This is an optimization exercise on Yosys and OpenROAD, whose aim is small area, a short achievable clock period and few clock cycles per item, not a production implementation. Only simulation tests tie the RTL to the original design; equivalence was not proved.

===== flow/design.v =====
module rot(input  logic [63:0] i_lane,
           input  logic [5:0 ] i_r,
           output logic [63:0] o_lane
           );
    always_comb begin
        o_lane = (i_lane << i_r) | (i_lane >> (64 - i_r));
    end
endmodule
module rc (input [4:0] t, output logic [63:0] rct);
	always_comb begin
		case (t)
			5'b00000: rct = 64'h0000000000000001;
			5'b00001: rct = 64'h0000000000008082;
			5'b00010: rct = 64'h800000000000808A;
			5'b00011: rct = 64'h8000000080008000;
			5'b00100: rct = 64'h000000000000808B;
			5'b00101: rct = 64'h0000000080000001;
			5'b00110: rct = 64'h8000000080008081;
			5'b00111: rct = 64'h8000000000008009;
			5'b01000: rct = 64'h000000000000008A;
			5'b01001: rct = 64'h0000000000000088;
			5'b01010: rct = 64'h0000000080008009;
			5'b01011: rct = 64'h000000008000000A;
			5'b01100: rct = 64'h000000008000808B;
			5'b01101: rct = 64'h800000000000008B;
			5'b01110: rct = 64'h8000000000008089;
			5'b01111: rct = 64'h8000000000008003;
			5'b10000: rct = 64'h8000000000008002;
			5'b10001: rct = 64'h8000000000000080;
			5'b10010: rct = 64'h000000000000800A;
			5'b10011: rct = 64'h800000008000000A;
			5'b10100: rct = 64'h8000000080008081;
			5'b10101: rct = 64'h8000000000008080;
			5'b10110: rct = 64'h0000000080000001;
			5'b10111: rct = 64'h8000000080008008;
			default: rct = 64'h0;
		endcase
	end
endmodule
module round_counter_k(input  logic       i_clk, i_reset, i_aes_or_keccak,
                       output logic [4:0] o_round
                      );
    always_ff @(posedge i_clk, negedge i_reset) begin
        if (!i_reset)              o_round <= 0;
        else if (o_round == 24)    o_round <= 0; 
        else if (i_aes_or_keccak)  o_round <= 0;
        else                       o_round <= o_round + 1; 
    end
endmodule
module xor_32_bits (
    input  wire  [0:4][31:0] i_data,
    output logic [31:0] o_data
);
    assign o_data[31:16] = i_data[0][31:16] ^ i_data[1][31:16] ^ i_data[2][31:16] ^ i_data[3][31:16] ^ i_data[4][31:16];
    assign o_data[15:0 ] = i_data[0][15:0 ] ^ i_data[1][15:0 ] ^ i_data[2][15:0 ] ^ i_data[3][15:0 ] ^ i_data[4][15:0 ];
endmodule
module n (
    input  wire  [0:3][0:4][31:0] A_in,
    input  wire  [0:4][31:0] i_K_col_5,
    output logic [0:3][31:0] C,
    output logic [31:0] C_5
);
    xor_32_bits xor1(.i_data(A_in[0]),    .o_data(C[0]));
    xor_32_bits xor2(.i_data(A_in[1]),    .o_data(C[1]));
    xor_32_bits xor3(.i_data(A_in[2]),    .o_data(C[2]));
    xor_32_bits xor4(.i_data(A_in[3]),    .o_data(C[3]));
    xor_32_bits xor5(.i_data(i_K_col_5),  .o_data(C_5));
endmodule
module xor_padding(input  wire  [0:3][31:0] i_data,
                   input  wire  [31:0] i_K_col_5,
                   input  wire  [0:4][31:0] i_C_shifted,
                   output logic [0:3][0:4][31:0] o_data,
                   output logic [0:4][31:0] o_K_col_5
                  );
    assign o_data[0][0] = i_data[0];
    assign o_data[0][1] = i_C_shifted[2];
    assign o_data[0][2] = 32'b0;
    assign o_data[0][3] = 32'b0;
    assign o_data[0][4] = 32'b0;
    assign o_data[1][0] = 32'b0;
    assign o_data[1][1] = 32'b0;
    assign o_data[1][2] = i_data[1];
    assign o_data[1][3] = i_C_shifted[3];
    assign o_data[1][4] = 32'b0;
    assign o_data[2][0] = 32'b0;
    assign o_data[2][1] = 32'b0;
    assign o_data[2][2] = 32'b0;
    assign o_data[2][3] = i_C_shifted[4];
    assign o_data[2][4] = i_data[2];
    assign o_data[3][0] = i_data[3];
    assign o_data[3][1] = i_C_shifted[0];
    assign o_data[3][2] = 32'b0;
    assign o_data[3][3] = 32'b0;
    assign o_data[3][4] = 32'b0;
    assign o_K_col_5[0] = i_C_shifted[1];
    assign o_K_col_5[1] = i_K_col_5;
    assign o_K_col_5[2] = 32'b0;
    assign o_K_col_5[3] = 32'b0;
    assign o_K_col_5[4] = 32'b0;
endmodule
module unified_xor_section(input  logic        i_aes_or_keccak,
                           input  wire  [0:3][0:4][31:0] i_A_1_state,
                           input  wire  [0:3][0:4][31:0] i_A_2_state,
                           input  wire  [0:4][0:4][31:0] i_K_state,
                           input  wire  [0:4][31:0] i_C_shifted,
                           output logic [0:4][31:0] o_C,
                           output logic [0:3][63:0] o_A_state,
                           output logic [0:4][31:0] D
                           );
logic [0:4][31:0] C;
logic [0:4][31:0] o_data;
logic [0:3][0:4][31:0] A_in_n_1;
logic [0:3][0:4][31:0] A_in_n_2;
logic [0:4][0:4][31:0] A_in_n_mid;
assign A_in_n_1 = (i_aes_or_keccak) ? i_A_1_state : i_K_state[0:3];
n n1(.A_in(A_in_n_1), .i_K_col_5(i_K_state[4]), .C(C[0:3]), .C_5(C[4]));
assign o_C[0] = C[0];
assign o_C[1] = C[1];
assign o_C[2] = C[2];
assign o_C[3] = C[3];
assign o_C[4] = C[4];
xor_padding xpad(.i_data(C[0:3]), .i_K_col_5(C[4]), .i_C_shifted(i_C_shifted), .o_data(A_in_n_mid[0:3]), .o_K_col_5(A_in_n_mid[4]));
assign A_in_n_2 = (i_aes_or_keccak) ? i_A_2_state : A_in_n_mid[0:3];
n n2(.A_in(A_in_n_2), .i_K_col_5(A_in_n_mid[4]), .C(o_data[0:3]), .C_5(o_data[4]));
   assign o_A_state[3] = (i_aes_or_keccak) ? {C[2]     , C[3]     } : 64'h0;
   assign o_A_state[2] = (i_aes_or_keccak) ? {C[0]     , C[1]     } : 64'h0;
   assign o_A_state[1] = (i_aes_or_keccak) ? {o_data[2], o_data[3]} : 64'h0;
   assign o_A_state[0] = (i_aes_or_keccak) ? {o_data[0], o_data[1]} : 64'h0;
   assign D[0] = (!i_aes_or_keccak) ? o_data[4] : 32'b0;
   assign D[1] = (!i_aes_or_keccak) ? o_data[0] : 32'b0;
   assign D[2] = (!i_aes_or_keccak) ? o_data[1] : 32'b0;
   assign D[3] = (!i_aes_or_keccak) ? o_data[2] : 32'b0;
   assign D[4] = (!i_aes_or_keccak) ? o_data[3] : 32'b0;
endmodule
module sixie (
  input  wire  [0:4][0:4][63:0] A_in,
  input  wire  [0:4][63:0] D,
  input  wire  [63:0] rc,
  output logic [0:4][0:4][63:0] A_out
);
localparam logic [149:0] rot_constants = {
    6'd0, 6'd36, 6'd3, 6'd41, 6'd18,
    6'd1, 6'd44, 6'd10, 6'd45, 6'd2,
    6'd62, 6'd6, 6'd43, 6'd15, 6'd61,
    6'd28, 6'd55, 6'd25, 6'd21, 6'd56,
    6'd27, 6'd20, 6'd39, 6'd8, 6'd14
};
genvar x, y;
generate
  for(x = 0; x < 5; x++) begin : gen_x
      for(y = 0; y < 5; y++) begin : gen_y
          logic [63:0] theta_3_0, theta_3_1, theta_3_2;
          logic [63:0] o_rot_0, o_rot_1, o_rot_2;
          assign theta_3_0 = A_in[(x + 3 * y) % 5][x] ^ D[(x + 3 * y) % 5];
          assign theta_3_1 = A_in[((x + 1) + 3 * y) % 5][(x + 1) % 5] ^ D[((x + 1) + 3 * y) % 5];
          assign theta_3_2 = A_in[((x + 2) + 3 * y) % 5][(x + 2) % 5] ^ D[((x + 2) + 3 * y) % 5];
          wire [5:0] rot_cons_0 = rot_constants[149 - 6 * (5 * ((x + 3 * y) % 5) + x) -: 6];
          wire [5:0] rot_cons_1 = rot_constants[149 - 6 * (5 * (((x + 1) + 3 * y) % 5) + (x + 1) % 5) -: 6];
          wire [5:0] rot_cons_2 = rot_constants[149 - 6 * (5 * (((x + 2) + 3 * y) % 5) + (x + 2) % 5) -: 6];
          rot rot0_ins(.i_lane(theta_3_0), .i_r(rot_cons_0), .o_lane(o_rot_0));
          rot rot1_ins(.i_lane(theta_3_1), .i_r(rot_cons_1), .o_lane(o_rot_1));
          rot rot2_ins(.i_lane(theta_3_2), .i_r(rot_cons_2), .o_lane(o_rot_2));
          wire [63:0] sixie_result = o_rot_0 ^ ((~o_rot_1) & o_rot_2);
          if (x == 0 && y == 0) begin : g_iota
              assign A_out[x][y] = sixie_result ^ rc;
          end
          else begin : g_pass
              assign A_out[x][y] = sixie_result;
          end
      end
  end
endgenerate
endmodule
module S_to_A (
	input  [1599:0] S,
	output [0:4][0:4][63:0] A
);
	assign A[0][0] = {S[1543:1536], S[1551:1544], S[1559:1552], S[1567:1560], S[1575:1568], S[1583:1576], S[1591:1584], S[1599:1592]};
	assign A[1][0] = {S[1479:1472], S[1487:1480], S[1495:1488], S[1503:1496], S[1511:1504], S[1519:1512], S[1527:1520], S[1535:1528]};
	assign A[2][0] = {S[1415:1408], S[1423:1416], S[1431:1424], S[1439:1432], S[1447:1440], S[1455:1448], S[1463:1456], S[1471:1464]};
	assign A[3][0] = {S[1351:1344], S[1359:1352], S[1367:1360], S[1375:1368], S[1383:1376], S[1391:1384], S[1399:1392], S[1407:1400]};
	assign A[4][0] = {S[1287:1280], S[1295:1288], S[1303:1296], S[1311:1304], S[1319:1312], S[1327:1320], S[1335:1328], S[1343:1336]};
	assign A[0][1] = {S[1223:1216], S[1231:1224], S[1239:1232], S[1247:1240], S[1255:1248], S[1263:1256], S[1271:1264], S[1279:1272]};
	assign A[1][1] = {S[1159:1152], S[1167:1160], S[1175:1168], S[1183:1176], S[1191:1184], S[1199:1192], S[1207:1200], S[1215:1208]};
	assign A[2][1] = {S[1095:1088], S[1103:1096], S[1111:1104], S[1119:1112], S[1127:1120], S[1135:1128], S[1143:1136], S[1151:1144]};
	assign A[3][1] = {S[1031:1024], S[1039:1032], S[1047:1040], S[1055:1048], S[1063:1056], S[1071:1064], S[1079:1072], S[1087:1080]};
	assign A[4][1] = {S[967:960]  , S[975:968]  , S[983:976]  , S[991:984]  , S[999:992]  , S[1007:1000], S[1015:1008], S[1023:1016]};
	assign A[0][2] = {S[903:896]  , S[911:904]  , S[919:912]  , S[927:920]  , S[935:928]  , S[943:936]  , S[951:944]  , S[959:952]  };
	assign A[1][2] = {S[839:832]  , S[847:840]  , S[855:848]  , S[863:856]  , S[871:864]  , S[879:872]  , S[887:880]  , S[895:888]  };
	assign A[2][2] = {S[775:768]  , S[783:776]  , S[791:784]  , S[799:792]  , S[807:800]  , S[815:808]  , S[823:816]  , S[831:824]  };
	assign A[3][2] = {S[711:704]  , S[719:712]  , S[727:720]  , S[735:728]  , S[743:736]  , S[751:744]  , S[759:752]  , S[767:760]  };
	assign A[4][2] = {S[647:640]  , S[655:648]  , S[663:656]  , S[671:664]  , S[679:672]  , S[687:680]  , S[695:688]  , S[703:696]  };
	assign A[0][3] = {S[583:576]  , S[591:584]  , S[599:592]  , S[607:600]  , S[615:608]  , S[623:616]  , S[631:624]  , S[639:632]  };
	assign A[1][3] = {S[519:512]  , S[527:520]  , S[535:528]  , S[543:536]  , S[551:544]  , S[559:552]  , S[567:560]  , S[575:568]  };
	assign A[2][3] = {S[455:448]  , S[463:456]  , S[471:464]  , S[479:472]  , S[487:480]  , S[495:488]  , S[503:496]  , S[511:504]  };
	assign A[3][3] = {S[391:384]  , S[399:392]  , S[407:400]  , S[415:408]  , S[423:416]  , S[431:424]  , S[439:432]  , S[447:440]  };
	assign A[4][3] = {S[327:320]  , S[335:328]  , S[343:336]  , S[351:344]  , S[359:352]  , S[367:360]  , S[375:368]  , S[383:376]  };
	assign A[0][4] = {S[263:256]  , S[271:264]  , S[279:272]  , S[287:280]  , S[295:288]  , S[303:296]  , S[311:304]  , S[319:312]  };
	assign A[1][4] = {S[199:192]  , S[207:200]  , S[215:208]  , S[223:216]  , S[231:224]  , S[239:232]  , S[247:240]  , S[255:248]  };
	assign A[2][4] = {S[135:128]  , S[143:136]  , S[151:144]  , S[159:152]  , S[167:160]  , S[175:168]  , S[183:176]  , S[191:184]  };
	assign A[3][4] = {S[71:64]    , S[79:72]    , S[87:80]    , S[95:88]    , S[103:96]   , S[111:104]  , S[119:112]  , S[127:120]  };
	assign A[4][4] = {S[7:0]      , S[15:8]     , S[23:16]    , S[31:24]    , S[39:32]    , S[47:40]    , S[55:48]    , S[63:56]    };
endmodule
module A_to_S (
	input  [0:4][0:4][63:0] A,
	output [1599:0] S
);
	assign {S[1543:1536], S[1551:1544], S[1559:1552], S[1567:1560], S[1575:1568], S[1583:1576], S[1591:1584], S[1599:1592]} = A[0][0];
	assign {S[1479:1472], S[1487:1480], S[1495:1488], S[1503:1496], S[1511:1504], S[1519:1512], S[1527:1520], S[1535:1528]} = A[1][0];
	assign {S[1415:1408], S[1423:1416], S[1431:1424], S[1439:1432], S[1447:1440], S[1455:1448], S[1463:1456], S[1471:1464]} = A[2][0];
	assign {S[1351:1344], S[1359:1352], S[1367:1360], S[1375:1368], S[1383:1376], S[1391:1384], S[1399:1392], S[1407:1400]} = A[3][0];
	assign {S[1287:1280], S[1295:1288], S[1303:1296], S[1311:1304], S[1319:1312], S[1327:1320], S[1335:1328], S[1343:1336]} = A[4][0];
	assign {S[1223:1216], S[1231:1224], S[1239:1232], S[1247:1240], S[1255:1248], S[1263:1256], S[1271:1264], S[1279:1272]} = A[0][1];
	assign {S[1159:1152], S[1167:1160], S[1175:1168], S[1183:1176], S[1191:1184], S[1199:1192], S[1207:1200], S[1215:1208]} = A[1][1];
	assign {S[1095:1088], S[1103:1096], S[1111:1104], S[1119:1112], S[1127:1120], S[1135:1128], S[1143:1136], S[1151:1144]} = A[2][1];
	assign {S[1031:1024], S[1039:1032], S[1047:1040], S[1055:1048], S[1063:1056], S[1071:1064], S[1079:1072], S[1087:1080]} = A[3][1];
	assign {S[967:960]  , S[975:968]  , S[983:976]  , S[991:984]  , S[999:992]  , S[1007:1000], S[1015:1008], S[1023:1016]} = A[4][1];
	assign {S[903:896]  , S[911:904]  , S[919:912]  , S[927:920]  , S[935:928]  , S[943:936]  , S[951:944]  , S[959:952]  } = A[0][2];
	assign {S[839:832]  , S[847:840]  , S[855:848]  , S[863:856]  , S[871:864]  , S[879:872]  , S[887:880]  , S[895:888]  } = A[1][2];
	assign {S[775:768]  , S[783:776]  , S[791:784]  , S[799:792]  , S[807:800]  , S[815:808]  , S[823:816]  , S[831:824]  } = A[2][2];
	assign {S[711:704]  , S[719:712]  , S[727:720]  , S[735:728]  , S[743:736]  , S[751:744]  , S[759:752]  , S[767:760]  } = A[3][2];
	assign {S[647:640]  , S[655:648]  , S[663:656]  , S[671:664]  , S[679:672]  , S[687:680]  , S[695:688]  , S[703:696]  } = A[4][2];
	assign {S[583:576]  , S[591:584]  , S[599:592]  , S[607:600]  , S[615:608]  , S[623:616]  , S[631:624]  , S[639:632]  } = A[0][3];
	assign {S[519:512]  , S[527:520]  , S[535:528]  , S[543:536]  , S[551:544]  , S[559:552]  , S[567:560]  , S[575:568]  } = A[1][3];
	assign {S[455:448]  , S[463:456]  , S[471:464]  , S[479:472]  , S[487:480]  , S[495:488]  , S[503:496]  , S[511:504]  } = A[2][3];
	assign {S[391:384]  , S[399:392]  , S[407:400]  , S[415:408]  , S[423:416]  , S[431:424]  , S[439:432]  , S[447:440]  } = A[3][3];
	assign {S[327:320]  , S[335:328]  , S[343:336]  , S[351:344]  , S[359:352]  , S[367:360]  , S[375:368]  , S[383:376]  } = A[4][3];
	assign {S[263:256]  , S[271:264]  , S[279:272]  , S[287:280]  , S[295:288]  , S[303:296]  , S[311:304]  , S[319:312]  } = A[0][4];
	assign {S[199:192]  , S[207:200]  , S[215:208]  , S[223:216]  , S[231:224]  , S[239:232]  , S[247:240]  , S[255:248]  } = A[1][4];
	assign {S[135:128]  , S[143:136]  , S[151:144]  , S[159:152]  , S[167:160]  , S[175:168]  , S[183:176]  , S[191:184]  } = A[2][4];
	assign {S[71:64]    , S[79:72]    , S[87:80]    , S[95:88]    , S[103:96]   , S[111:104]  , S[119:112]  , S[127:120]  } = A[3][4];
	assign {S[7:0]      , S[15:8]     , S[23:16]    , S[31:24]    , S[39:32]    , S[47:40]    , S[55:48]    , S[63:56]    } = A[4][4];
endmodule
module aesha_keccak(input  logic         i_clk,
                    input  logic         i_reset,    
                    input  logic         i_start,
                    input  logic [511:0] i_data,
                    output logic [511:0] o_data,
                    output logic         o_busy,
                    output logic         o_done
                   );
    logic        busy, done;
    logic [4:0]  cnt;
    logic        ld;
    logic [24:0][63:0] a, a_in, a_nx;
    logic [4:0][63:0]  p01, p23, p0123, c, d;
    logic [24:0][63:0] t;       
    logic [24:0][63:0] b;       
    logic [63:0]       rc;
    logic [63:0]       ldv;
    always_ff @(posedge i_clk or negedge i_reset) begin
        if (!i_reset) begin
            busy <= 1'b0;
            done <= 1'b0;
            cnt  <= 5'd0;
        end else begin
            done <= busy && (cnt == 5'd23);
            if (!busy) begin
                busy <= i_start;
                cnt  <= 5'd0;
            end else begin
                if (cnt == 5'd23) busy <= 1'b0;
                cnt <= cnt + 5'd1;
            end
        end
    end
    assign ld  = !busy;
    assign ldv = {64{ld}};
    genvar l, k;
    generate
        for (l = 0; l < 25; l++) begin : g_in
            if (l < 8) begin : g_msg
                for (k = 0; k < 8; k++) begin : g_byte
                    assign a_in[l][8*k +: 8] = i_data[511 - 8*(8*l + k) -: 8];
                end
            end else if (l == 8) begin : g_pad
                assign a_in[l] = 64'h8000000000000001;
            end else begin : g_zero
                assign a_in[l] = 64'h0;
            end
        end
    endgenerate
    kx2 u_p01_0  (.a(a[0]), .b(a[5]), .y(p01[0]));
    kx2 u_p23_0  (.a(a[10]), .b(a[15]), .y(p23[0]));
    kx2 u_p0123_0(.a(p01[0]), .b(p23[0]), .y(p0123[0]));
    kx2 u_c_0    (.a(p0123[0]), .b(a[20]), .y(c[0]));
    kx2 u_p01_1  (.a(a[1]), .b(a[6]), .y(p01[1]));
    kx2 u_p23_1  (.a(a[11]), .b(a[16]), .y(p23[1]));
    kx2 u_p0123_1(.a(p01[1]), .b(p23[1]), .y(p0123[1]));
    kx2 u_c_1    (.a(p0123[1]), .b(a[21]), .y(c[1]));
    kx2 u_p01_2  (.a(a[2]), .b(a[7]), .y(p01[2]));
    kx2 u_p23_2  (.a(a[12]), .b(a[17]), .y(p23[2]));
    kx2 u_p0123_2(.a(p01[2]), .b(p23[2]), .y(p0123[2]));
    kx2 u_c_2    (.a(p0123[2]), .b(a[22]), .y(c[2]));
    kx2 u_p01_3  (.a(a[3]), .b(a[8]), .y(p01[3]));
    kx2 u_p23_3  (.a(a[13]), .b(a[18]), .y(p23[3]));
    kx2 u_p0123_3(.a(p01[3]), .b(p23[3]), .y(p0123[3]));
    kx2 u_c_3    (.a(p0123[3]), .b(a[23]), .y(c[3]));
    kx2 u_p01_4  (.a(a[4]), .b(a[9]), .y(p01[4]));
    kx2 u_p23_4  (.a(a[14]), .b(a[19]), .y(p23[4]));
    kx2 u_p0123_4(.a(p01[4]), .b(p23[4]), .y(p0123[4]));
    kx2 u_c_4    (.a(p0123[4]), .b(a[24]), .y(c[4]));
    kx2 u_d_0(.a(c[4]), .b({c[1][62:0], c[1][63]}), .y(d[0]));
    kx2 u_d_1(.a(c[0]), .b({c[2][62:0], c[2][63]}), .y(d[1]));
    kx2 u_d_2(.a(c[1]), .b({c[3][62:0], c[3][63]}), .y(d[2]));
    kx2 u_d_3(.a(c[2]), .b({c[4][62:0], c[4][63]}), .y(d[3]));
    kx2 u_d_4(.a(c[3]), .b({c[0][62:0], c[0][63]}), .y(d[4]));
    kx2  u_t_0(.a(a[0]), .b(d[0]), .y(t[0]));
    assign b[0] = t[0];
    kxn2 u_t_5(.a(a[5]), .b(d[0]), .y(t[5]));
    assign b[16] = {t[5][27:0], t[5][63:28]};
    kx2  u_t_10(.a(a[10]), .b(d[0]), .y(t[10]));
    assign b[7] = {t[10][60:0], t[10][63:61]};
    kxn2 u_t_15(.a(a[15]), .b(d[0]), .y(t[15]));
    assign b[23] = {t[15][22:0], t[15][63:23]};
    kx2  u_t_20(.a(a[20]), .b(d[0]), .y(t[20]));
    assign b[14] = {t[20][45:0], t[20][63:46]};
    kx2  u_t_1(.a(a[1]), .b(d[1]), .y(t[1]));
    assign b[10] = {t[1][62:0], t[1][63:63]};
    kxn2 u_t_6(.a(a[6]), .b(d[1]), .y(t[6]));
    assign b[1] = {t[6][19:0], t[6][63:20]};
    kx2  u_t_11(.a(a[11]), .b(d[1]), .y(t[11]));
    assign b[17] = {t[11][53:0], t[11][63:54]};
    kxn2 u_t_16(.a(a[16]), .b(d[1]), .y(t[16]));
    assign b[8] = {t[16][18:0], t[16][63:19]};
    kx2  u_t_21(.a(a[21]), .b(d[1]), .y(t[21]));
    assign b[24] = {t[21][61:0], t[21][63:62]};
    kx2  u_t_2(.a(a[2]), .b(d[2]), .y(t[2]));
    assign b[20] = {t[2][1:0], t[2][63:2]};
    kxn2 u_t_7(.a(a[7]), .b(d[2]), .y(t[7]));
    assign b[11] = {t[7][57:0], t[7][63:58]};
    kx2  u_t_12(.a(a[12]), .b(d[2]), .y(t[12]));
    assign b[2] = {t[12][20:0], t[12][63:21]};
    kxn2 u_t_17(.a(a[17]), .b(d[2]), .y(t[17]));
    assign b[18] = {t[17][48:0], t[17][63:49]};
    kx2  u_t_22(.a(a[22]), .b(d[2]), .y(t[22]));
    assign b[9] = {t[22][2:0], t[22][63:3]};
    kx2  u_t_3(.a(a[3]), .b(d[3]), .y(t[3]));
    assign b[5] = {t[3][35:0], t[3][63:36]};
    kxn2 u_t_8(.a(a[8]), .b(d[3]), .y(t[8]));
    assign b[21] = {t[8][8:0], t[8][63:9]};
    kx2  u_t_13(.a(a[13]), .b(d[3]), .y(t[13]));
    assign b[12] = {t[13][38:0], t[13][63:39]};
    kxn2 u_t_18(.a(a[18]), .b(d[3]), .y(t[18]));
    assign b[3] = {t[18][42:0], t[18][63:43]};
    kx2  u_t_23(.a(a[23]), .b(d[3]), .y(t[23]));
    assign b[19] = {t[23][7:0], t[23][63:8]};
    kx2  u_t_4(.a(a[4]), .b(d[4]), .y(t[4]));
    assign b[15] = {t[4][36:0], t[4][63:37]};
    kxn2 u_t_9(.a(a[9]), .b(d[4]), .y(t[9]));
    assign b[6] = {t[9][43:0], t[9][63:44]};
    kx2  u_t_14(.a(a[14]), .b(d[4]), .y(t[14]));
    assign b[22] = {t[14][24:0], t[14][63:25]};
    kxn2 u_t_19(.a(a[19]), .b(d[4]), .y(t[19]));
    assign b[13] = {t[19][55:0], t[19][63:56]};
    kx2  u_t_24(.a(a[24]), .b(d[4]), .y(t[24]));
    assign b[4] = {t[24][49:0], t[24][63:50]};
    logic [63:0] b0;
    assign b0 = b[0] ^ rc;
    logic [63:0] g0; knand u_g0(.a(b[1]), .b(b[2]), .y(g0));
    logic [63:0] zn0; kx2  u_z0(.a(b0), .b(g0), .y(zn0));
    logic [63:0] y0; knor u_ldz0(.a(ldv), .b(zn0), .y(y0));
    ka21o u_ld0(.a1(a_in[0]), .a2(ldv), .b1(y0), .y(a_nx[0]));
    logic [63:0] g1; knor  u_g1(.a(b[2]), .b(b[3]), .y(g1));
    logic [63:0] zn1; kx2  u_z1(.a(b[1]), .b(g1), .y(zn1));
    logic [63:0] y1; knor u_ldz1(.a(ldv), .b(zn1), .y(y1));
    ka21o u_ld1(.a1(a_in[1]), .a2(ldv), .b1(y1), .y(a_nx[1]));
    logic [63:0] g2; knand u_g2(.a(b[3]), .b(b[4]), .y(g2));
    logic [63:0] zn2; kx2  u_z2(.a(b[2]), .b(g2), .y(zn2));
    logic [63:0] y2; knor u_ldz2(.a(ldv), .b(zn2), .y(y2));
    ka21o u_ld2(.a1(a_in[2]), .a2(ldv), .b1(y2), .y(a_nx[2]));
    logic [63:0] g3; kornb u_g3(.a(b[0]), .b(b[4]), .y(g3));
    logic [63:0] zn3; kxn2 u_z3(.a(b[3]), .b(g3), .y(zn3));
    logic [63:0] y3; knor u_ldz3(.a(ldv), .b(zn3), .y(y3));
    ka21o u_ld3(.a1(a_in[3]), .a2(ldv), .b1(y3), .y(a_nx[3]));
    logic [63:0] g4; knor  u_g4(.a(b[0]), .b(b[1]), .y(g4));
    logic [63:0] zn4; kxn2 u_z4(.a(b[4]), .b(g4), .y(zn4));
    logic [63:0] y4; knor u_ldz4(.a(ldv), .b(zn4), .y(y4));
    ka21o u_ld4(.a1(a_in[4]), .a2(ldv), .b1(y4), .y(a_nx[4]));
    logic [63:0] g5; knand u_g5(.a(b[6]), .b(b[7]), .y(g5));
    logic [63:0] zn5; kx2  u_z5(.a(b[5]), .b(g5), .y(zn5));
    logic [63:0] y5; knor u_ldz5(.a(ldv), .b(zn5), .y(y5));
    ka21o u_ld5(.a1(a_in[5]), .a2(ldv), .b1(y5), .y(a_nx[5]));
    logic [63:0] g6; knor  u_g6(.a(b[7]), .b(b[8]), .y(g6));
    logic [63:0] zn6; kx2  u_z6(.a(b[6]), .b(g6), .y(zn6));
    logic [63:0] y6; knor u_ldz6(.a(ldv), .b(zn6), .y(y6));
    ka21o u_ld6(.a1(a_in[6]), .a2(ldv), .b1(y6), .y(a_nx[6]));
    logic [63:0] g7; knand u_g7(.a(b[8]), .b(b[9]), .y(g7));
    logic [63:0] zn7; kx2  u_z7(.a(b[7]), .b(g7), .y(zn7));
    logic [63:0] y7; knor u_ldz7(.a(ldv), .b(zn7), .y(y7));
    ka21o u_ld7(.a1(a_in[7]), .a2(ldv), .b1(y7), .y(a_nx[7]));
    logic [63:0] g8; kornb u_g8(.a(b[5]), .b(b[9]), .y(g8));
    logic [63:0] zn8; kxn2 u_z8(.a(b[8]), .b(g8), .y(zn8));
    logic [63:0] y8; knor u_ld8(.a(ldv), .b(zn8), .y(y8));
    assign a_nx[8] = y8 | {ld, 62'h0, ld};
    logic [63:0] g9; knor  u_g9(.a(b[5]), .b(b[6]), .y(g9));
    logic [63:0] zn9; kxn2 u_z9(.a(b[9]), .b(g9), .y(zn9));
    knor u_ld9(.a(ldv), .b(zn9), .y(a_nx[9]));
    logic [63:0] g10; knand u_g10(.a(b[11]), .b(b[12]), .y(g10));
    logic [63:0] zn10; kx2  u_z10(.a(b[10]), .b(g10), .y(zn10));
    knor u_ld10(.a(ldv), .b(zn10), .y(a_nx[10]));
    logic [63:0] g11; knor  u_g11(.a(b[12]), .b(b[13]), .y(g11));
    logic [63:0] zn11; kx2  u_z11(.a(b[11]), .b(g11), .y(zn11));
    knor u_ld11(.a(ldv), .b(zn11), .y(a_nx[11]));
    logic [63:0] g12; knand u_g12(.a(b[13]), .b(b[14]), .y(g12));
    logic [63:0] zn12; kx2  u_z12(.a(b[12]), .b(g12), .y(zn12));
    knor u_ld12(.a(ldv), .b(zn12), .y(a_nx[12]));
    logic [63:0] g13; kornb u_g13(.a(b[10]), .b(b[14]), .y(g13));
    logic [63:0] zn13; kxn2 u_z13(.a(b[13]), .b(g13), .y(zn13));
    knor u_ld13(.a(ldv), .b(zn13), .y(a_nx[13]));
    logic [63:0] g14; knor  u_g14(.a(b[10]), .b(b[11]), .y(g14));
    logic [63:0] zn14; kxn2 u_z14(.a(b[14]), .b(g14), .y(zn14));
    knor u_ld14(.a(ldv), .b(zn14), .y(a_nx[14]));
    logic [63:0] g15; knand u_g15(.a(b[16]), .b(b[17]), .y(g15));
    logic [63:0] zn15; kx2  u_z15(.a(b[15]), .b(g15), .y(zn15));
    knor u_ld15(.a(ldv), .b(zn15), .y(a_nx[15]));
    logic [63:0] g16; knor  u_g16(.a(b[17]), .b(b[18]), .y(g16));
    logic [63:0] zn16; kx2  u_z16(.a(b[16]), .b(g16), .y(zn16));
    knor u_ld16(.a(ldv), .b(zn16), .y(a_nx[16]));
    logic [63:0] g17; knand u_g17(.a(b[18]), .b(b[19]), .y(g17));
    logic [63:0] zn17; kx2  u_z17(.a(b[17]), .b(g17), .y(zn17));
    knor u_ld17(.a(ldv), .b(zn17), .y(a_nx[17]));
    logic [63:0] g18; kornb u_g18(.a(b[15]), .b(b[19]), .y(g18));
    logic [63:0] zn18; kxn2 u_z18(.a(b[18]), .b(g18), .y(zn18));
    knor u_ld18(.a(ldv), .b(zn18), .y(a_nx[18]));
    logic [63:0] g19; knor  u_g19(.a(b[15]), .b(b[16]), .y(g19));
    logic [63:0] zn19; kxn2 u_z19(.a(b[19]), .b(g19), .y(zn19));
    knor u_ld19(.a(ldv), .b(zn19), .y(a_nx[19]));
    logic [63:0] g20; knand u_g20(.a(b[21]), .b(b[22]), .y(g20));
    logic [63:0] zn20; kx2  u_z20(.a(b[20]), .b(g20), .y(zn20));
    knor u_ld20(.a(ldv), .b(zn20), .y(a_nx[20]));
    logic [63:0] g21; knor  u_g21(.a(b[22]), .b(b[23]), .y(g21));
    logic [63:0] zn21; kx2  u_z21(.a(b[21]), .b(g21), .y(zn21));
    knor u_ld21(.a(ldv), .b(zn21), .y(a_nx[21]));
    logic [63:0] g22; knand u_g22(.a(b[23]), .b(b[24]), .y(g22));
    logic [63:0] zn22; kx2  u_z22(.a(b[22]), .b(g22), .y(zn22));
    knor u_ld22(.a(ldv), .b(zn22), .y(a_nx[22]));
    logic [63:0] g23; kornb u_g23(.a(b[20]), .b(b[24]), .y(g23));
    logic [63:0] zn23; kxn2 u_z23(.a(b[23]), .b(g23), .y(zn23));
    knor u_ld23(.a(ldv), .b(zn23), .y(a_nx[23]));
    logic [63:0] g24; knor  u_g24(.a(b[20]), .b(b[21]), .y(g24));
    logic [63:0] zn24; kxn2 u_z24(.a(b[24]), .b(g24), .y(zn24));
    knor u_ld24(.a(ldv), .b(zn24), .y(a_nx[24]));
    always_comb begin
        case (cnt)
            5'd0: rc = 64'h0000000000000001;
            5'd1: rc = 64'h0000000000008082;
            5'd2: rc = 64'h800000000000808A;
            5'd3: rc = 64'h8000000080008000;
            5'd4: rc = 64'h000000000000808B;
            5'd5: rc = 64'h0000000080000001;
            5'd6: rc = 64'h8000000080008081;
            5'd7: rc = 64'h8000000000008009;
            5'd8: rc = 64'h000000000000008A;
            5'd9: rc = 64'h0000000000000088;
            5'd10: rc = 64'h0000000080008009;
            5'd11: rc = 64'h000000008000000A;
            5'd12: rc = 64'h000000008000808B;
            5'd13: rc = 64'h800000000000008B;
            5'd14: rc = 64'h8000000000008089;
            5'd15: rc = 64'h8000000000008003;
            5'd16: rc = 64'h8000000000008002;
            5'd17: rc = 64'h8000000000000080;
            5'd18: rc = 64'h000000000000800A;
            5'd19: rc = 64'h800000008000000A;
            5'd20: rc = 64'h8000000080008081;
            5'd21: rc = 64'h8000000000008080;
            5'd22: rc = 64'h0000000080000001;
            5'd23: rc = 64'h8000000080008008;
            default: rc = 64'h0;
        endcase
    end
    always_ff @(posedge i_clk) begin
        a <= a_nx;
    end
    generate
        for (l = 0; l < 8; l++) begin : g_out
            for (k = 0; k < 8; k++) begin : g_obyte
                assign o_data[511 - 8*(8*l + k) -: 8] = a[l][8*k +: 8];
            end
        end
    endgenerate
    assign o_busy = busy;
    assign o_done = done;
endmodule
module kx2(input  logic [63:0] a, b, output logic [63:0] y);
    assign y = a ^ b;
endmodule
module kxn2(input  logic [63:0] a, b, output logic [63:0] y);
    assign y = ~(a ^ b);
endmodule
module knand(input  logic [63:0] a, b, output logic [63:0] y);
    assign y = ~(a & b);
endmodule
module knor(input  logic [63:0] a, b, output logic [63:0] y);
    assign y = ~(a | b);
endmodule
module kornb(input  logic [63:0] a, b, output logic [63:0] y);
    assign y = b | ~a;
endmodule
module ka21o(input  logic [63:0] a1, a2, b1, output logic [63:0] y);
    assign y = (a1 & a2) | b1;
endmodule

===== flow/flow/run.sh =====
#!/bin/bash
# The standard ORFS layout (standard.sh), with faster, smaller port buffers
# (buffer_ports -buffer_cell) and sizing not tied to cell footprints.
set -euo pipefail
bash standard.sh \
  "BUFFER_PORTS_ARGS=-buffer_cell sky130_fd_sc_hd__buf_2" \
  MATCH_CELL_FOOTPRINT=0 \
  finish > standard_sh.log 2>&1

===== flow/standard.sh =====
#!/bin/bash
# synth_recipe.tcl (not shown) runs the flow's synth.tcl, then flattens the netlist and writes it again
# the make line also repeats each setting of config.mk as NAME=value (left out here)
make -C /OpenROAD-flow-scripts/flow DESIGN_CONFIG=/design/flow/config.mk WORK_HOME=/design/flow/orfs CLKGATE_MAP_FILE= SYNTH_SCRIPT=/design/flow/synth_recipe.tcl "${@:-finish}"

===== flow/config.mk =====
export PLATFORM = sky130hd
export DESIGN_NAME = aesha_keccak
export DESIGN_NICKNAME = aesha_keccak
export VERILOG_FILES = /design/flow/design.v
export SDC_FILE = /design/flow/constraint.sdc
export NUM_CORES = 4
export LEC_CHECK = 0
export CAP_MARGIN = 30
export CORE_MARGIN = 2
export CORE_UTILIZATION = 50
export CTS_BUF_LIST = sky130_fd_sc_hd__clkbuf_16
export CTS_CLUSTER_DIAMETER = 60
export CTS_CLUSTER_SIZE = 20
export PLACE_DENSITY = 0.7
export SETUP_SLACK_MARGIN = 2.0
export SLEW_MARGIN = 20
export SYNTH_HIERARCHICAL = 1

===== flow/constraint.sdc =====
create_clock -name core_clock -period 5.5 [get_ports {i_clk}]
set_input_delay 1.1000 -clock core_clock [delete_from_list [all_inputs] [get_ports {i_clk}]]
set_output_delay 1.1000 -clock core_clock [all_outputs]
set_load 0.01 [all_outputs]

==> results of run 1 <==
-- sequential cells by signal, summed over array words and instances (netlist names) --
register / count
a: 1600
busy: 1
cnt: 5
done: 1
-- per-module statistics from Yosys, one instance, submodules excluded, excerpt --
module / area, um^2 / cells / copies in the design
kxn2: 561 / 64 / 20
kx2: 561 / 64 / 55
aesha_keccak: 36600 / 2202 / 1
kornb: 400 / 64 / 5
knand: 240 / 64 / 10
knor: 240 / 64 / 35
-- layout make-up --
class | instances | share of cell area
Tap cell | 2511 | 0.0278
Antenna cell | 32 | 0.000708
Clock inverter | 126 | 0.0113
Clock buffer | 167 | 0.0369
Multi-Input combinational cell | 8585 | 0.557
Inverter | 5 | 0.000199
Sequential cell | 1607 | 0.285
Timing Repair Buffer | 1505 | 0.0816
-- what timing repair did --
action                     in CTS  in global routing
hold buffers                    0                  0
resized for setup             125                163
pin swaps                       0                  3
buffers inserted                0                  2
cloned                          0                  0
setup endpoints to repair     209                298
-- layer usage --
metal	GRT usage	part of all wire
met4	0.611	0.13
met1	0.647	0.33
met2	0.794	0.37
met5	0.0395	0.0022
met3	0.328	0.16
-- worst paths after layout --
| check | from | endpoint | depth (start not counted) |
|---|---|---|---|
| setup / recovery | a[50] | a[1084] | 9 |
| hold / removal | i_reset | done | 1 |
| setup reg to reg | a[50] | a[1084] | 9 |
| hold reg to reg | cnt[0] | cnt[0] | 1 |
| max in group asynchronous | i_reset | cnt[2] | 1 |
| min in group core_clock | i_data[15] | a[503] | 2 |
-- layout by cell type, fill, tap and decap left out, types with 123 or more instances in the layout --
cell and count:
xor2_2 268, nor2_1 2246, dfxtp_1 1598, buf_2 1029, a21o_1 512, clkbuf_16 167, xor2_1 3221, xnor2_2 123
nand2_1 642, buf_4 408, nand2b_1 322, xnor2_1 1158
-- stage by stage --
stage	util	setup slack (ns)	area, um^2
2_1_floorplan	-	-15.25	95400
6_report	0.596	1.62	113000
5_1_grt	0.596	1.84	113000
4_1_cts	0.586	1.81	111000
3_3_place_gp	0.545	1.36	103000
3_5_place_dp	0.552	1.54	105000
-- cell usage after synthesis --
library cell,number,area [um^2]
nor2_1,2251,8450
or4_4,1,11.3
nor3_1,4,20.0
dfxtp_1,1600,32000
nor2b_1,3,18.8
mux2_1,1,11.3
a21oi_1,2,10.0
and3_4,1,11.3
o31ai_2,1,12.5
mux4_2,1,22.5
nand4_1,1,6.26
mux2i_1,3,30.0
a211oi_1,1,7.51
and2_1,1,6.26
o311a_1,1,10.0
inv_2,1,3.75
nand3_1,4,20.0
o21a_1,1,7.51
clkbuf_4,1,7.51
o21ai_1,5,25.0
nand2_1,642,2410
ha_1,8,100
buf_4,515,3870
dfrtp_1,7,175
o221ai_1,1,8.76
buf_2,1,5.00
o22ai_1,3,18.8
or2b_1,2,15.0
xor2_1,3525,30900
inv_1,4,15.0
nand3b_1,1,7.51
o21bai_1,1,7.51
nand2b_1,322,2010
a21o_1,512,3840
xnor2_1,1286,11300
-- worst max-delay path: stages (launching register included) --
cell and delay (ns):
dfxtp_1 0.50, xor2_1 0.20, xor2_1 0.20, xor2_1 0.73, xor2_1 0.59, xor2_1 0.76
buf_4 0.34, nor2_1 0.07, xor2_1 0.25, nor2_1 0.07
-- kinds of logic after synthesis --
logic type      synth area share
fa+ha+maj                0.00105
mux                     0.000669
compound gates            0.0414
flops                      0.338
simple gates               0.136
xor+xnor                   0.442
buf+inv                   0.0409
==> out/metrics.cfg, run 1 <==
[route]
vias=86439
drc=0
wl_um=603000
postRouteAntennaNets=0
via_per_inst=5.95
detail_route.iter0.violations=13937
firstDrtPassIters=8
wire_per_inst_um=41.5

[logic_synthesis]
yosys_warnings=7
yosys_register_bits=1607
yosysSeqAreaShare=0.338
syn_area_per_cell_um2=8.90
synth_nets=11237
yosysUniqueCellTypes=35
synth_cells=10714
syn_area_um2=95300

[global_route]
grt_max_degree=174
grt_pass1_vias=78640
antenna_found_initial=46
grt_usage=0.598
grt_pass1_wl_um=752000
grt-ovfl-total=0

[clocking]
h-tree-depth=4
clkLatencyLatePin_ns=0.91
root_buffer=clkbuf_16
cts_sinks=1607
path_clk_slew_ns=0.08
cts_buffers=158
cts_max_path_buffers=3
cts_tree=yes

[setup_path]
worstPathArrival_ns=4.64
path_class=flop to flop
reg2reg_slack_ns=1.62
start_kind=flop
end_kind=flop
critPathMaxFanout=3
cp.required_ns=6.26

[sta]
rsz0062_at_grt=yes
tns_ns=0
hold_ws_ns=0.0659
finalCritPeriodShare=0.706
fmax_ghz=0.258
tightest_slew_ns=1.23
slew_violations=0
fin_worst_skew_ns=0.0530
finalHoldViolations=0
period_minus_slack_ns=3.88
max_slew_margin=0.171
setup_violations=0

[floorplan]
dieArea_um2=194000
start_util=0.502
die_h_um=441
fp.dieW_um=441
ios=1029
core_um2=190000
rows=160

[layout]
multiInputGateArea_um2=63000
fin_cells=14538
seq_area_um2=32200
nNetsFinal=12385
fill_cells=16928
area_growth_pct=18.6
drive_above_1_share=0.186

[place]
dp.cells=14165
io_buffers=1028
place_hpwl_um=522000
place.gp.congestion=1.25

[outcome]
status=timing/DRC/antenna clean

[flow_run]
drv_cap=0

[hold_path]
holdCritPathClass=input pin to asynchronous set/reset pin

Testbench counts, summed over its fixed seeds: cycles 8,000, items 320.
==> run 2: changes to the inputs <==
--- a/flow/config.mk
+++ b/flow/config.mk
@@ -6,12 +6,12 @@
 export NUM_CORES = 4
 export LEC_CHECK = 0
-export CAP_MARGIN = 30
+export CAP_MARGIN = 40
 export CORE_MARGIN = 2
-export CORE_UTILIZATION = 50
+export CORE_UTILIZATION = 55
 export CTS_BUF_LIST = sky130_fd_sc_hd__clkbuf_16
 export CTS_CLUSTER_DIAMETER = 60
 export CTS_CLUSTER_SIZE = 20
-export PLACE_DENSITY = 0.7
+export PLACE_DENSITY = 0.65
 export SETUP_SLACK_MARGIN = 2.0
-export SLEW_MARGIN = 20
+export SLEW_MARGIN = 40
 export SYNTH_HIERARCHICAL = 1
==> out/metrics.cfg, run 2 <==
[logic_synthesis]
synth_cells=10714
synth.largest_area_cell=dfxtp_1
yosysSeqAreaShare=0.338
async_reset_ff_frac=0.00436
yosysUniqueCellTypes=35
synth.most_common_cell=xor2_1
synth_top_area_frac=0.336
yosys_register_bits=1607
synth_edf_count=0
yosys_warnings=7
synth_nets=11237
synth_top_cells_by_count=xor2_1, nor2_1, dfxtp_1
syn_area_um2=95300
synth-main-ff-cell=dfxtp_1
synth.area.top_cells=dfxtp_1, xor2_1, xnor2_1
syn_area_per_cell_um2=8.90

[clocking]
h-tree-depth=4
cts_buffers=148
cts-hold-fix-buffers=0
root_buffer=clkbuf_16
path_clk_slew_ns=0.08
clkLatencyLatePin_ns=0.90
cts_tree=yes
cts_sinks=1607
cts_max_path_buffers=3

[setup_path]
path_class=flop to flop
reg2reg_depth=8
start_kind=flop
r2r_start=a[289]
endpoint=a[1178]
end_kind=flop
reg2reg_slack_ns=1.59
critPathMaxFanout=5
cp.required_ns=6.22
worstPathArrival_ns=4.63
r2r_end=a[1178]
cp-startpoint=a[289]

[layout]
final_cell_mix=xor2_1, nor2_1, dfxtp_1
reg_top3=a: 1600 flops, cnt: 5 flops
largest_reg_flops=1600
fill_cells=14284
area_growth_pct=20.4
multiInputGateArea_um2=66800
final_common_cell=xor2_1
nNetsFinal=12173
drive_above_1_share=0.199
seq_area_um2=32200
fin_cells=14111
regMostFlops=a

[route]
wire_per_inst_um=40.8
via_per_inst=6.10
wl_um=575000
postRouteAntennaNets=0
vias=86100
detail_route.iter0.violations=15069
firstDrtPassIters=10
drc=0

[floorplan]
ios=1029
rows=152
dieArea_um2=177000
start_util=0.555
core_um2=172000
fp.dieW_um=420
die_h_um=420

[global_route]
grt_pass1_wl_um=721000
grt_usage=0.628
grt_max_degree=181
grt-ovfl-total=0
antenna_found_initial=36
grt_pass1_vias=77664

[sta]
fmax_ghz=0.256
tns_ns=0
tightest_slew_ns=1.17
rsz0062_at_grt=yes
max_slew_margin=0.216
period_minus_slack_ns=3.91
slew_violations=0
finalHoldViolations=0
finalCritPeriodShare=0.711
setup_violations=0
fin_worst_skew_ns=0.0432

[place]
dp.cells=13800
place_hpwl_um=494000
place.gp.congestion=1.28
io_buffers=1028

[flow_run]
drv_cap=0

[hold_path]
holdCritPathClass=input pin to asynchronous set/reset pin

[outcome]
status=timing/DRC/antenna clean

run 2: cell counts after synthesis:
No cell type changed its count.
run 2: worst max-delay path: stages, from the launching register on:
cell and delay [ns]:
dfxtp_1 0.66, xor2_1 0.25, xor2_1 0.22, xor2_1 0.49, xor2_2 0.48, xor2_1 0.58
nand2b_1 0.22, xnor2_1 0.17, nor2_1 0.69
run 2: through the flow:
step / cell area, um^2 / setup slack (ns) / hold slack, ns / util
final: 115000 / 1.59 / 0.0665 / 0.667
after global routing: 115000 / 1.81 / 0.0781 / 0.667
after CTS: 113000 / 1.83 / 0.0510 / 0.655
after global placement: 103000 / 0.834 / 0.614 / 0.597
after detailed placement: 107000 / 1.64 / 0.653 / 0.621
after floorplan: 95400 / -15.25 / 0.546 / -
run 2: metal layers:
metal | vias up | GRT usage | wire length (um)
met4 | 46 | 0.649 | 77300
met5 | - | 0.104 | 3140
li1 | 34011 | - | -
met3 | 2628 | 0.407 | 102000
met2 | 8009 | 0.819 | 211000
met1 | 41406 | 0.646 | 182000
run 2: layout make-up:
type | instances | share of cell area
Antenna cell | 30 | 0.000654
Clock buffer | 157 | 0.0342
Clock inverter | 114 | 0.0107
Multi-Input combinational cell | 8585 | 0.582
Inverter | 5 | 0.000196
Sequential cell | 1607 | 0.281
Tap cell | 2310 | 0.0252
Timing Repair Buffer | 1303 | 0.0659
run 2: worst min-delay path by stage:
stage | startpoint | end | slack (ns)
3_5_place_dp | busy | a[575] | 0.65
3_3_place_gp | cnt[0] | cnt[0] | 0.61
5_1_grt | i_reset | done | 0.08
4_1_cts | i_reset | done | 0.05
6_report | i_reset | cnt[1] | 0.07
2_1_floorplan | busy | a[512] | 0.55
run 2: timing repair:
item | 4_1_cts | 5_1_grt
resized for setup | 77 | 148
setup buffers | 0 | 4
endpoints found under the setup margin | 97 | 222
pin swaps | 0 | 9
run 2: kinds of logic (layout without fill, tap and decap cells):
| kind of cell | count (synthesis) | after routing | synth area share |
|---|---|---|---|
| flops | 1607 | 1607 | 0.338 |
| simple gates | 3233 | 3233 | 0.136 |
| other cells | 0 | 30 | 0 |
| mux | 5 | 5 | 0.000669 |
| fa+ha+maj | 8 | 8 | 0.00105 |
| compound gates | 528 | 528 | 0.0414 |
| buf+inv | 522 | 1579 | 0.0409 |
| xor+xnor | 4811 | 4811 | 0.442 |
run 2: Yosys stat by module, one instance, submodules excluded:
module        cell area (um^2)  flip-flops and latches  copies in the design  cells
aesha_keccak             36600                    1607                     1   2202
ka21o                      480                       0                     8     64
knand                      240                       0                    10     64
knor                       240                       0                    35     64
kornb                      400                       0                     5     64
kx2                        561                       0                    55     64
kxn2                       561                       0                    20     64
==> run 3: changes to the inputs <==
==> flow/config.mk (replaced) <==
export PLATFORM = sky130hd
export DESIGN_NAME = aesha_keccak
export DESIGN_NICKNAME = aesha_keccak
export VERILOG_FILES = /design/flow/design.v
export SDC_FILE = /design/flow/constraint.sdc
export NUM_CORES = 4
export LEC_CHECK = 0
export CAP_MARGIN = 30
export CORE_MARGIN = 2
export CORE_UTILIZATION = 45
export CTS_BUF_LIST = sky130_fd_sc_hd__clkbuf_16
export CTS_CLUSTER_DIAMETER = 80
export CTS_CLUSTER_SIZE = 28
export PLACE_DENSITY = 0.55
export SETUP_SLACK_MARGIN = 2.1
export SLEW_MARGIN = 20
export SYNTH_HIERARCHICAL = 1
==> out/metrics.cfg, run 3 <==
[outcome]
status=complete, but fails checks
so_faults=max-capacitance violations, max-slew violations

[sta]
rsz0062_at_grt=yes
period_minus_slack_ns=3.85
slew_violations=4
fmax_ghz=0.260
setup_violations=0
finalCritPeriodShare=0.699
tightest_slew_ns=1.63
tns_ns=0
finalHoldViolations=0
fin_worst_skew_ns=0.0487
max_slew_margin=-0.0870

[logic_synthesis]
synth_nets=11237
synth-main-ff-cell=dfxtp_1
synth_top_cells_by_count=xor2_1, nor2_1, dfxtp_1
synth-adder-area-share=0.00105
yosysSeqAreaShare=0.338
yosysUniqueCellTypes=35
synth_top_family_by_area=XOR/XNOR gates
yosys_warnings=7
synth-compound-area-share=0.0414
syn_area_per_cell_um2=8.90
yosys_register_bits=1607
synthMuxAreaShare=0.000669
synth_xor_area_frac=0.442
synth_cells=10714
synth.largest_area_cell=dfxtp_1
syn_area_um2=95300
yosys.area_share.simple=0.136
synth.area.top_cells=dfxtp_1, xor2_1, xnor2_1
synth_top_area_frac=0.336
async_reset_ff_frac=0.00436
synth.most_common_cell=xor2_1
synth_edf_count=0

[layout]
multiInputGateArea_um2=66700
reg_top3=a: 1600 flops, cnt: 5 flops
regMostFlops=a
nNetsFinal=12405
fill_cells=19244
final_common_cell=xor2_1
largest_reg_flops=1600
seq_area_um2=32200
area_growth_pct=22.8
final_cell_mix=xor2_1, nor2_1, dfxtp_1
drive_above_1_share=0.216

[global_route]
grt_pass1_wl_um=788000
met3_usage=0.256
grt_max_degree=191
busiest_layer=met2
grt_pass1_vias=77959
antenna_found_initial=48
grt_usage=0.566
grt_util_met1=0.660
grt-ovfl-total=0
grt_use_met2=0.752

[setup_path]
end_kind=flop
crit_path_cell_trace=xor2_1, xor2_1, xor2_1, xor2_2, xnor2_2, nor2_1, xor2_1, nor2_1
path_class=flop to flop
crit_top_cell=xor2_1
crit_family=XOR/XNOR gates
worstPathArrival_ns=4.51
cp_slowest_stage_delay_ns=0.67
cp.required_ns=6.16
start_kind=flop
cp_slowest_cell=xor2_1
r2r_start=a[239]
path_buf_inv=0
cp-startpoint=a[239]
critPathMaxFanout=5

[clocking]
root_buffer=clkbuf_16
cts_buffers=137
cts_tree=yes
path_clk_slew_ns=0.10
cts_max_path_buffers=3
cts-hold-fix-buffers=0
clkLatencyLatePin_ns=0.87
cts_sinks=1607
h-tree-depth=4

[route]
via_per_inst=5.75
wire_per_inst_um=42.6
vias=85193
detail_route.iter0.violations=13357
wl_um=632000
drc=0
postRouteAntennaNets=0
firstDrtPassIters=6

[hold_path]
holdCritPathClass=input pin to asynchronous set/reset pin

[floorplan]
dieArea_um2=216000
ios=1029
die_h_um=464
start_util=0.454
fp.dieW_um=464
core_um2=210000
rows=168

[place]
place_hpwl_um=555000
io_buffers=1028
place.gp.congestion=1.20

[flow_run]
drv_cap=1

## run 3: cell counts after synthesis
Identical to the previous run, type by type.
## run 3: final timing paths
check	to	depth (start not counted)	slack (ns)
min in group core_clock	a[5]	2	0.43
min	done	1	0.07
min reg2reg	cnt[0]	1	0.67
max in group asynchronous	busy	1	5.26
max reg2reg	a[1087]	8	1.65
max	a[1087]	8	1.65
## run 3: per-layer routing
metal  routed length (um)  vias up
met1               221000    41850
li1                     -    34383
met5                  407        -
met3                94000     1891
met4                78500       22
met2               238000     7047
## run 3: cell type report
class | count | area share
Inverter | 5 | 0.000192
Timing Repair Buffer | 1546 | 0.0825
Multi-Input combinational cell | 8585 | 0.570
Antenna cell | 35 | 0.000748
Clock inverter | 103 | 0.0115
Tap cell | 2805 | 0.0300
Clock buffer | 141 | 0.0301
Sequential cell | 1607 | 0.275
## run 3: per-stage QoR
stage	instances	hold WS [ns]	utilization	cell area [um^2]	worst slack, ns
final	14827	0.0682	0.557	117000	1.65
after floorplan	10714	0.546	-	95400	-15.25
after CTS	14764	0.0570	0.543	114000	1.87
after global routing	14794	0.0751	0.556	117000	1.65
after global placement	14386	0.603	0.496	104000	1.27
after detailed placement	14517	0.663	0.504	106000	1.44
## run 3: cell families (layout without fill, tap and decap cells)
| family | count (synthesis) | count (layout) |
|---|---|---|
| xor+xnor | 4811 | 4811 |
| simple gates | 3233 | 3233 |
| flops | 1607 | 1607 |
| compound gates | 528 | 528 |
| buf+inv | 522 | 1795 |
| fa+ha+maj | 8 | 8 |
| mux | 5 | 5 |
| other cells | 0 | 35 |
## run 3: repair_timing
| action | 4_1_cts | 5_1_grt |
|---|---|---|
| gates resized for setup | 406 | 304 |
| cloned | 0 | 0 |
| endpoints found under the setup margin | 608 | 555 |
| pin swaps | 6 | 21 |
| buffers inserted | 3 | 9 |
## run 3: per-module statistics from Yosys, one instance, submodules excluded
module,flops+latches,cells
kxn2,0,64
kornb,0,64
ka21o,0,64
knand,0,64
kx2,0,64
knor,0,64
aesha_keccak,1607,2202
## run 3: worst register-to-register path, stage by stage, from the launching register on
cell and delay [ns]:
dfxtp_1 0.53, xor2_1 0.23, xor2_1 0.24, xor2_1 0.67, xor2_2 0.33, xnor2_2 0.66
nor2_1 0.14, xor2_1 0.19, nor2_1 0.65
==> run 4: changes to the inputs <==
--- a/flow/config.mk
+++ b/flow/config.mk
@@ -8,10 +8,11 @@
 export CAP_MARGIN = 30
 export CORE_MARGIN = 2
-export CORE_UTILIZATION = 45
+export CORE_UTILIZATION = 50
 export CTS_BUF_LIST = sky130_fd_sc_hd__clkbuf_16
 export CTS_CLUSTER_DIAMETER = 80
 export CTS_CLUSTER_SIZE = 28
-export PLACE_DENSITY = 0.55
-export SETUP_SLACK_MARGIN = 2.1
+export PLACE_DENSITY = 0.6
+export SETUP_SLACK_MARGIN = 2.0
 export SLEW_MARGIN = 20
 export SYNTH_HIERARCHICAL = 1
+export TNS_END_PERCENT = 50
==> out/metrics.cfg, run 4 <==
[logic_synthesis]
synth_edf_count=0
yosys_warnings=7
synth_top_cells_by_count=xor2_1, nor2_1, dfxtp_1
yosys_register_bits=1607
async_reset_ff_frac=0.00436
synth.largest_area_cell=dfxtp_1
yosysUniqueCellTypes=35
syn_area_um2=95300
synth_nets=11237
synth_cells=10714
synth.area.top_cells=dfxtp_1, xor2_1, xnor2_1
synth.most_common_cell=xor2_1
yosysSeqAreaShare=0.338
syn_area_per_cell_um2=8.90
synth-main-ff-cell=dfxtp_1
synth_top_area_frac=0.336

[sta]
fmax_ghz=0.253
finalHoldViolations=0
rsz0062_at_grt=yes
period_minus_slack_ns=3.95
finalCritPeriodShare=0.718
slew_violations=0
tns_ns=0
setup_violations=0
max_slew_margin=0.101
fin_worst_skew_ns=0.0422
tightest_slew_ns=1.35

[place]
place.gp.congestion=1.24
io_buffers=1028
place_hpwl_um=517000

[layout]
fill_cells=17011
final_common_cell=xor2_1
final_util=0.592
regMostFlops=a
final_cell_mix=xor2_1, nor2_1, dfxtp_1
largest_reg_flops=1600
reg_top3=a: 1600 flops, cnt: 5 flops
drive_above_1_share=0.181
multiInputGateArea_um2=62600
seq_area_um2=32200
area_growth_pct=17.8
nNetsFinal=12394

[clocking]
clkLatencyLatePin_ns=0.87
cts_buffers=118
h-tree-depth=3
cts_sinks=1607
root_buffer=clkbuf_16
cts_max_path_buffers=3
path_clk_slew_ns=0.10
cts_tree=yes

[floorplan]
fp.dieW_um=441
dieArea_um2=194000
core_um2=190000
rows=160
start_util=0.502
die_h_um=441
ios=1029

[hold_path]
holdCritPathClass=input pin to asynchronous set/reset pin

[route]
vias=85256
wl_um=591000
wire_per_inst_um=40.6
firstDrtPassIters=6
detail_route.iter0.violations=13612
drc=0
via_per_inst=5.86
postRouteAntennaNets=0

[setup_path]
path_buf_inv=0
crit_family=XOR/XNOR gates
worstPathArrival_ns=4.66
end_kind=flop
r2r_start=a[1248]
cp.required_ns=6.21
start_kind=flop
cp_slowest_cell=xnor2_1
reg2reg_depth=8
path_class=flop to flop
crit_top_cell=xor2_1
crit_path_cell_trace=xor2_1, xor2_1, xor2_1, xor2_1, xnor2_1, nand2_1, xor2_1, nor2_1
cp_slowest_stage_delay_ns=0.99
cp_num_cells=8
cp-startpoint=a[1248]
critPathMaxFanout=5

[outcome]
status=timing/DRC/antenna clean

[global_route]
grt_pass1_wl_um=735000
grt_usage=0.585
grt_pass1_vias=76635
grt-ovfl-total=0
antenna_found_initial=51
grt_max_degree=221

[flow_run]
drv_cap=0

## run 4: cell counts after synthesis
Identical to the previous run, type by type.
## run 4: layout make-up
type | count | share of cell area
Antenna cell | 62 | 0.00138
Tap cell | 2511 | 0.0280
Multi-Input combinational cell | 8585 | 0.557
Timing Repair Buffer | 1554 | 0.0872
Inverter | 5 | 0.000200
Sequential cell | 1607 | 0.287
Clock inverter | 105 | 0.0128
Clock buffer | 121 | 0.0269
## run 4: worst paths after layout
| kind | to | slack (ns) |
|---|---|---|
| min | done | 0.07 |
| max | a[964] | 1.55 |
| max in group asynchronous | busy | 5.25 |
| min reg2reg | cnt[0] | 0.67 |
| min in group core_clock | a[334] | 0.42 |
| max reg2reg | a[964] | 1.55 |
## run 4: layer usage
metal  wire length (um)  GRT usage  up-vias
met1             199000      0.647    41338
met2             221000      0.777     7182
met5               1050     0.0228        -
li1                   -          -    34696
met4              75700      0.592       26
met3              93200      0.306     2014
## run 4: logic make-up (layout without fill, tap and decap cells)
kind of cell,Yosys count,count (layout),share of synthesized area
compound gates,528,528,0.0414
simple gates,3233,3233,0.136
xor+xnor,4811,4811,0.442
mux,5,5,0.000669
fa+ha+maj,8,8,0.00105
other cells,0,62,0
buf+inv,522,1785,0.0409
flops,1607,1607,0.338
## run 4: repair_timing
item                       CTS  global route
hold buffers                 0             0
resized for setup           68           149
setup buffers                0             1
pin swaps                    1             1
setup endpoints to repair  186           304
## run 4: per-module statistics from Yosys, one instance, submodules excluded
module / copies in the design / flops+latches / cell area (um^2)
knand: 10 / 0 / 240
kxn2: 20 / 0 / 561
ka21o: 8 / 0 / 480
kx2: 55 / 0 / 561
knor: 35 / 0 / 240
kornb: 5 / 0 / 400
aesha_keccak: 1 / 1607 / 36600
## run 4: per-stage QoR
stage,hold slack [ns],cells,setup WS (ns),area [um^2]
detailed placement,0.642,14196,1.54,105000
global placement,0.618,14068,0.940,104000
finish,0.0732,14550,1.55,112000
CTS,0.0634,14422,1.76,110000
global route,0.0729,14492,1.79,112000
floorplan,0.546,10714,-15.25,95400
==> run 5: changes to the inputs <==
--- a/flow/config.mk
+++ b/flow/config.mk
@@ -16,3 +16,2 @@
 export SLEW_MARGIN = 20
 export SYNTH_HIERARCHICAL = 1
-export TNS_END_PERCENT = 50
==> out/metrics.cfg, run 5 <==
[place]
place_hpwl_um=517000
post_dp_cell_area_um2=105000
io_buffers=1028
place.gp.congestion=1.24

[logic_synthesis]
synth_cells=10714
synth_top_cells_by_count=xor2_1, nor2_1, dfxtp_1
async_reset_ff_frac=0.00436
synth.area.top_cells=dfxtp_1, xor2_1, xnor2_1
synth-main-ff-cell=dfxtp_1
yosysSeqAreaShare=0.338
synth_top_area_frac=0.336
yosys_register_bits=1607
yosys_warnings=7
yosysUniqueCellTypes=35
syn_area_per_cell_um2=8.90
synth_edf_count=0
synth.largest_area_cell=dfxtp_1
syn_area_um2=95300
synth.most_common_cell=xor2_1
synth_nets=11237

[layout]
nNetsFinal=12386
final_cell_mix=xor2_1, nor2_1, dfxtp_1
area_growth_pct=18.3
fin_area_um2=113000
final_util=0.594
final_common_cell=xor2_1
reg_top3=a: 1600 flops, cnt: 5 flops
regMostFlops=a
largest_reg_flops=1600
drive_above_1_share=0.186

[clocking]
cts_buffers=118
h-tree-depth=3
cts-hold-fix-buffers=0
root_buffer=clkbuf_16
cts_sinks=1607
clkLatencyLatePin_ns=0.87
cts_tree=yes
cts_max_path_buffers=3
path_clk_slew_ns=0.10

[sta]
fmax_ghz=0.262
period_minus_slack_ns=3.81
hold_ws_ns=0.0619
rsz0062_at_grt=yes
finalCritPeriodShare=0.693
tns_ns=0
finalHoldViolations=0
fin_worst_skew_ns=0.0394
slew_violations=0
setup_violations=0
max_slew_margin=0.156
tightest_slew_ns=1.26

[hold_path]
holdCritPathClass=input pin to asynchronous set/reset pin

[global_route]
grt_pass1_wl_um=736000
antenna_found_initial=52
grt_usage=0.586
grt_max_degree=221
grt_pass1_vias=76606
grt-ovfl-total=0

[flow_run]
drv_cap=0

[floorplan]
die_h_um=441
core_um2=190000
rows=160
dieArea_um2=194000
ios=1029
start_util=0.502
fp.dieW_um=441

[setup_path]
cp_slowest_stage_delay_ns=0.71
path_class=flop to flop
crit_path_cell_trace=xor2_1, xor2_1, xor2_1, xor2_2, xnor2_2, nand2_1, xor2_1, nor2_1
path_buf_inv=0
critPathMaxFanout=5
cp_slowest_cell=xor2_1
end_kind=flop
crit_family=XOR/XNOR gates
cp.required_ns=6.22
worstPathArrival_ns=4.53
start_kind=flop
crit_top_cell=xor2_1

[route]
detail_route.iter0.violations=13962
drc=0
wl_um=591000
wire_per_inst_um=40.7
postRouteAntennaNets=0
vias=85230
firstDrtPassIters=6
via_per_inst=5.87

[outcome]
status=timing/DRC/antenna clean

-- run 5: cell types whose count changed in the layout (fill, tap and decap cells not counted) --
cell     previous run  this run
xnor2_4             5         7
buf_6              18        16
xor2_4             32        42
xor2_1           3261      3203
xnor2_1          1165      1161
buf_8              56        49
xor2_2            232       280
xnor2_2           116       118
buf_4             426       427
diode_2            62        51
-- run 5: final cells by class --
cell class,instances,area (um^2)
clock buffer,121,3030
sequential,1607,32200
tap,2511,3140
inverter,5,22.5
multi-input combinational,8585,63200
antenna,51,128
clock inverter,105,1430
fill,16972,77000
timing repair buffer,1546,9680
-- run 5: worst paths after layout --
| check | start | end | slack, ns | cells after the start |
|---|---|---|---|---|
| setup / recovery | a[1279] | a[995] | 1.69 | 8 |
| hold / removal | i_reset | done | 0.06 | 1 |
| setup reg to reg | a[1279] | a[995] | 1.69 | 8 |
| hold reg to reg | cnt[0] | cnt[0] | 0.67 | 1 |
| max in group asynchronous | i_reset | busy | 5.26 | 1 |
| min in group core_clock | i_data[182] | a[334] | 0.41 | 2 |
-- run 5: per-layer routing --
metal | global-route usage | up-vias | share of wire
met5 | 0.00546 | - | 0.00051
met4 | 0.591 | 20 | 0.13
li1 | - | 34628 | -
met2 | 0.777 | 7132 | 0.37
met1 | 0.650 | 41490 | 0.34
met3 | 0.305 | 1960 | 0.16
-- run 5: repair_timing --
action / in CTS / in global routing
endpoints found under the setup margin: 186 / 233
setup buffers: 0 / 0
gates cloned: 0 / 0
gates resized for setup: 123 / 163
pin swaps: 1 / 2
-- run 5: modules after synthesis, one instance, submodules excluded --
module,cell area (um^2),times used
aesha_keccak,36600,1
kxn2,561,20
knand,240,10
ka21o,480,8
kx2,561,55
kornb,400,5
knor,240,35
-- run 5: kinds of logic (layout without fill, tap and decap cells) --
group	after synthesis	count (layout)	share of synthesized area
buf+inv	522	1777	0.0409
flops	1607	1607	0.338
mux	5	5	0.000669
other cells	0	51	0
simple gates	3233	3233	0.136
fa+ha+maj	8	8	0.00105
compound gates	528	528	0.0414
xor+xnor	4811	4811	0.442
-- run 5: through the flow --
step	cells	setup WS [ns]
finish	14531	1.69
global route	14481	1.86
CTS	14422	1.76
detailed placement	14196	1.54
global placement	14068	0.940
floorplan	10714	-15.25

==> what the ideal ports hide <==
The results above use ideal ports. As a check the final layouts listed here were re-extracted and re-timed, cells and wires unchanged. Step 1: set_driving_cell puts a clkbuf_16 on i_clk and a buf_2 on each other input, an assumption about the parent block. Step 2 moves the port delays by t, midway between the first and last clock arrival at a register: inputs arrive t later, outputs are due t later. That takes back most of the time a late clock gives input paths. Three values: no drivers, after step 1, after step 2; two values: the first two.
run | t (ns) | setup slack, ns | worst hold slack (ns) | worst setup path at the end
run 1 | 0.984 | 1.617 / 1.617 / 1.617 | 0.066 / -0.011 / 0.673 | register to register
run 2 | 0.980 | 1.587 / 1.587 / 1.587 | 0.067 / -0.014 / 0.674 | register to register
run 3 | 0.953 | 1.655 / 1.655 / 1.655 | 0.068 / -0.015 / 0.672 | register to register
run 4 | 0.956 | 1.549 / 1.549 / 1.549 | 0.073 / 0.000 / 0.669 | register to register
run 5 | 0.958 | 1.686 / 1.686 / 1.686 | 0.062 / -0.004 / 0.669 | register to register
